Context: an optimization exercise on an open-source flow, tuned for small area and a short achievable clock period. The choices shown serve that exercise and are no tape-out recipe. Function was checked by simulation only, so behaviour that the tests miss may differ from the original.

==> flow/design.v (excerpt) <==
module top_module(
    input [11:0] angleIn,
    input [11:0] setPoint,
    input [7:0] kp,
    input [7:0] ki,
    input [7:0] kd,
    input clk,
    input rst,
    output signed [8:0] dutyCycleOut
    );
Size in the first run: roughly 1200 cells after synthesis, about 84 flip-flops, about 59 I/O pins, roughly 12000 sq um of cells after synthesis.
Settings: LEC_CHECK=0, CAP_MARGIN=20, CORE_MARGIN=2, CORE_UTILIZATION=60, SLEW_MARGIN=20, SYNTH_HIERARCHICAL=1; clock period 16.0 ns.
standard.sh (not shown) runs the stock make flow with config.mk's settings and CLKGATE_MAP_FILE= SYNTH_SCRIPT=/design/flow/synth_recipe.tcl, a recipe that flattens the netlist after the stock synthesis.
==> flow/flow/run.sh <==
#!/bin/bash
# Standard layout, with timing repair aimed past the clock period (the SDC is
# unchanged) and ordinary buffers on the ports instead of delay cells.
set -euo pipefail
MARGIN=$(cat flow/margin.txt)
bash standard.sh SETUP_SLACK_MARGIN=$MARGIN \
  BUFFER_PORTS_ARGS="-buffer_cell sky130_fd_sc_hd__buf_2" MATCH_CELL_FOOTPRINT=0 finish > standard_make.log 2>&1
==> flow/flow/margin.txt <==
10.8
Edit:
==> flow/flow/margin.txt (replaced) <==
12.5
What happened:
- The new run produced a clean layout
- final area climbs by about a fifth
- count of clock-buffer cells in the layout is higher by 1
- synthesized cell count is unchanged
- area after synthesis stays the same
- setup slack improves by 0.31 ns
- sequential share of layout area drops by 0.82 points
- global-route usage increases by 2.9 points
Edit:
==> flow/flow/run.sh (replaced) <==
#!/bin/bash
# Standard layout, with timing repair aimed past the clock period (the SDC is
# unchanged) and ordinary buffers on the ports instead of delay cells.
set -euo pipefail
MARGIN=$(cat flow/margin.txt)
bash standard.sh SETUP_SLACK_MARGIN=$MARGIN \
  BUFFER_PORTS_ARGS="-buffer_cell sky130_fd_sc_hd__buf_2" MATCH_CELL_FOOTPRINT=0 SETUP_MOVE_SEQUENCE=unbuffer,sizeup,swap finish > standard_make.log 2>&1
==> flow/flow/margin.txt (replaced) <==
11.5
The new run went through all stages and came out clean.
Cell area is lower by 10%.
Clock skew is lower by 0.0088 ns.
Fmax is higher by 0.33%.
Sequential cell count does not change.
Via count is lower by 5.4%.


## run A
Starting RTL as in the previous note.
==> flow/config.mk <==
export PLATFORM = sky130hd
export DESIGN_NAME = top_module
export DESIGN_NICKNAME = top_module
export VERILOG_FILES = /design/flow/design.v
export SDC_FILE = /design/flow/constraint.sdc
export NUM_CORES = 4
export LEC_CHECK = 0
export CAP_MARGIN = 20
export CORE_MARGIN = 2
export CORE_UTILIZATION = 60
export SLEW_MARGIN = 20
export SYNTH_HIERARCHICAL = 1
==> flow/constraint.sdc <==
create_clock -name core_clock -period 16.0 [get_ports {clk}]
set_input_delay 3.2000 -clock core_clock [delete_from_list [all_inputs] [get_ports {clk}]]
set_output_delay 3.2000 -clock core_clock [all_outputs]
set_load 0.01 [all_outputs]
==> flow/flow/run.sh <==
#!/bin/bash
# Standard layout, with timing repair aimed past the clock period (the SDC is
# unchanged) and ordinary buffers on the ports instead of delay cells.
set -euo pipefail
MARGIN=$(cat flow/margin.txt)
bash standard.sh SETUP_SLACK_MARGIN=$MARGIN \
  BUFFER_PORTS_ARGS="-buffer_cell sky130_fd_sc_hd__buf_2" MATCH_CELL_FOOTPRINT=0 finish > standard_make.log 2>&1
==> flow/flow/margin.txt <==
11.2
Run A ran to completion and came out clean on the timing, design-rule and antenna checks.
Input-level comparison between run B and run A:
diff --git a/flow/flow/run.sh b/flow/flow/run.sh
--- a/flow/flow/run.sh
+++ b/flow/flow/run.sh
@@ -6,2 +6,2 @@
 bash standard.sh SETUP_SLACK_MARGIN=$MARGIN \
-  BUFFER_PORTS_ARGS="-buffer_cell sky130_fd_sc_hd__buf_2" MATCH_CELL_FOOTPRINT=0 finish > standard_make.log 2>&1
+  BUFFER_PORTS_ARGS="-buffer_cell sky130_fd_sc_hd__buf_2" MATCH_CELL_FOOTPRINT=0 SETUP_MOVE_SEQUENCE=unbuffer,sizeup,swap finish > standard_make.log 2>&1
==> flow/flow/margin.txt <==
12
### Flow results
- Of run B and run A, the run reporting the lower fmax was run A.
- In run B, period utilization is lower than in run A.
- Delta(wire length of the first global-routing pass, run B - run A) > 0
- The run showing the greater worst path setup slack after routing is run B.
Modified inputs, run C compared to run B
==> flow/flow/run.sh <==
#!/bin/bash
# Standard layout, with timing repair aimed past the clock period (the SDC is
# unchanged) and ordinary buffers on the ports instead of delay cells.
set -euo pipefail
MARGIN=$(cat flow/margin.txt)
bash standard.sh SETUP_SLACK_MARGIN=$MARGIN \
  BUFFER_PORTS_ARGS="-buffer_cell sky130_fd_sc_hd__buf_2" MATCH_CELL_FOOTPRINT=0 finish > standard_make.log 2>&1
==> flow/flow/margin.txt <==
10.9
Results
Run C ends up with a final standard cell utilization of the core that is 3.6 points lower than in run B.
Run C reports a lower area growth from synthesis to final layout than run B does.
Relative to run B, the final cell area reported for run C is lower.
Run B → run C: first-pass GRT wire length down 4.2%; count of vias placed by the detailed router shows a reduction of 129.
Cell depth of the worst flop-to-flop path (higher): run C
Looking at fmax across run C and run B, the one that comes out higher is run B.
[inputs] run D vs run C
- changing CORE_UTILIZATION from 60 to 75
diff --git a/flow/flow/run.sh b/flow/flow/run.sh
--- a/flow/flow/run.sh
+++ b/flow/flow/run.sh
@@ -6,2 +6,2 @@
 bash standard.sh SETUP_SLACK_MARGIN=$MARGIN \
-  BUFFER_PORTS_ARGS="-buffer_cell sky130_fd_sc_hd__buf_2" MATCH_CELL_FOOTPRINT=0 finish > standard_make.log 2>&1
+  BUFFER_PORTS_ARGS="-buffer_cell sky130_fd_sc_hd__buf_2" MATCH_CELL_FOOTPRINT=0 SETUP_MOVE_SEQUENCE=unbuffer,sizeup,swap finish > standard_make.log 2>&1
==> flow/flow/margin.txt <==
11.5
==> comparison <==
Diff run C -> run D: first-pass GRT wire length rose by 2.7%; die area fell by 4200 µm²; met1 wire length fell by about 9%; insertion delay of the later-clocked pin in the worst-skew pair stayed essentially flat; max-capacitance violation count stayed essentially flat.
In the final design statistics, run D uses fewer standard cells in total than run C.
Relative to run C, total length of routed met2 wires has gone up in run D.
Run D vs run C — final design instance area without fill rose 3.2%.
Run D vs run C, final period demand of the worst path went down by 160 ps.
Re instance count on the critical path: no difference whatsoever between run D and run C.

==> re-timing with driven ports <==
No port has a modelled driver above. Below, the same layouts with a new extraction and two added sets of constraints. Step 1, drivers: a clkbuf_16 drives clk and a buf_2 each remaining input, both assumed. Step 2 also shifts input and output timing later by t, the mid clock arrival at the registers, as if the neighbouring blocks saw the same clock. Three values: no drivers, after step 1, after step 2; two values: the first two.
run	t (ns)	setup WS [ns]	worst register clock-pin slew, ns
the first run of note 1	0.400	11.006 / 11.006 / 10.643	0.08 / 0.08
the second run of note 1	0.402	11.317 / 11.317 / 10.925	0.08 / 0.08
the third run of note 1	0.403	11.332 / 11.332 / 10.975	0.07 / 0.07
run A	0.401	11.267 / 11.267 / 10.957	0.08 / 0.08
run B	0.398	11.355 / 11.355 / 10.988	0.07 / 0.07
run C	0.401	11.099 / 11.099 / 10.755	0.08 / 0.08
run D	0.391	11.258 / 11.258 / 10.949	0.06 / 0.06
After both steps setup and hold are still met in every run listed. The setup slack of the second run of note 1, which loses most, moves by 0.000 ns with the drivers and by -0.392 ns with both steps.
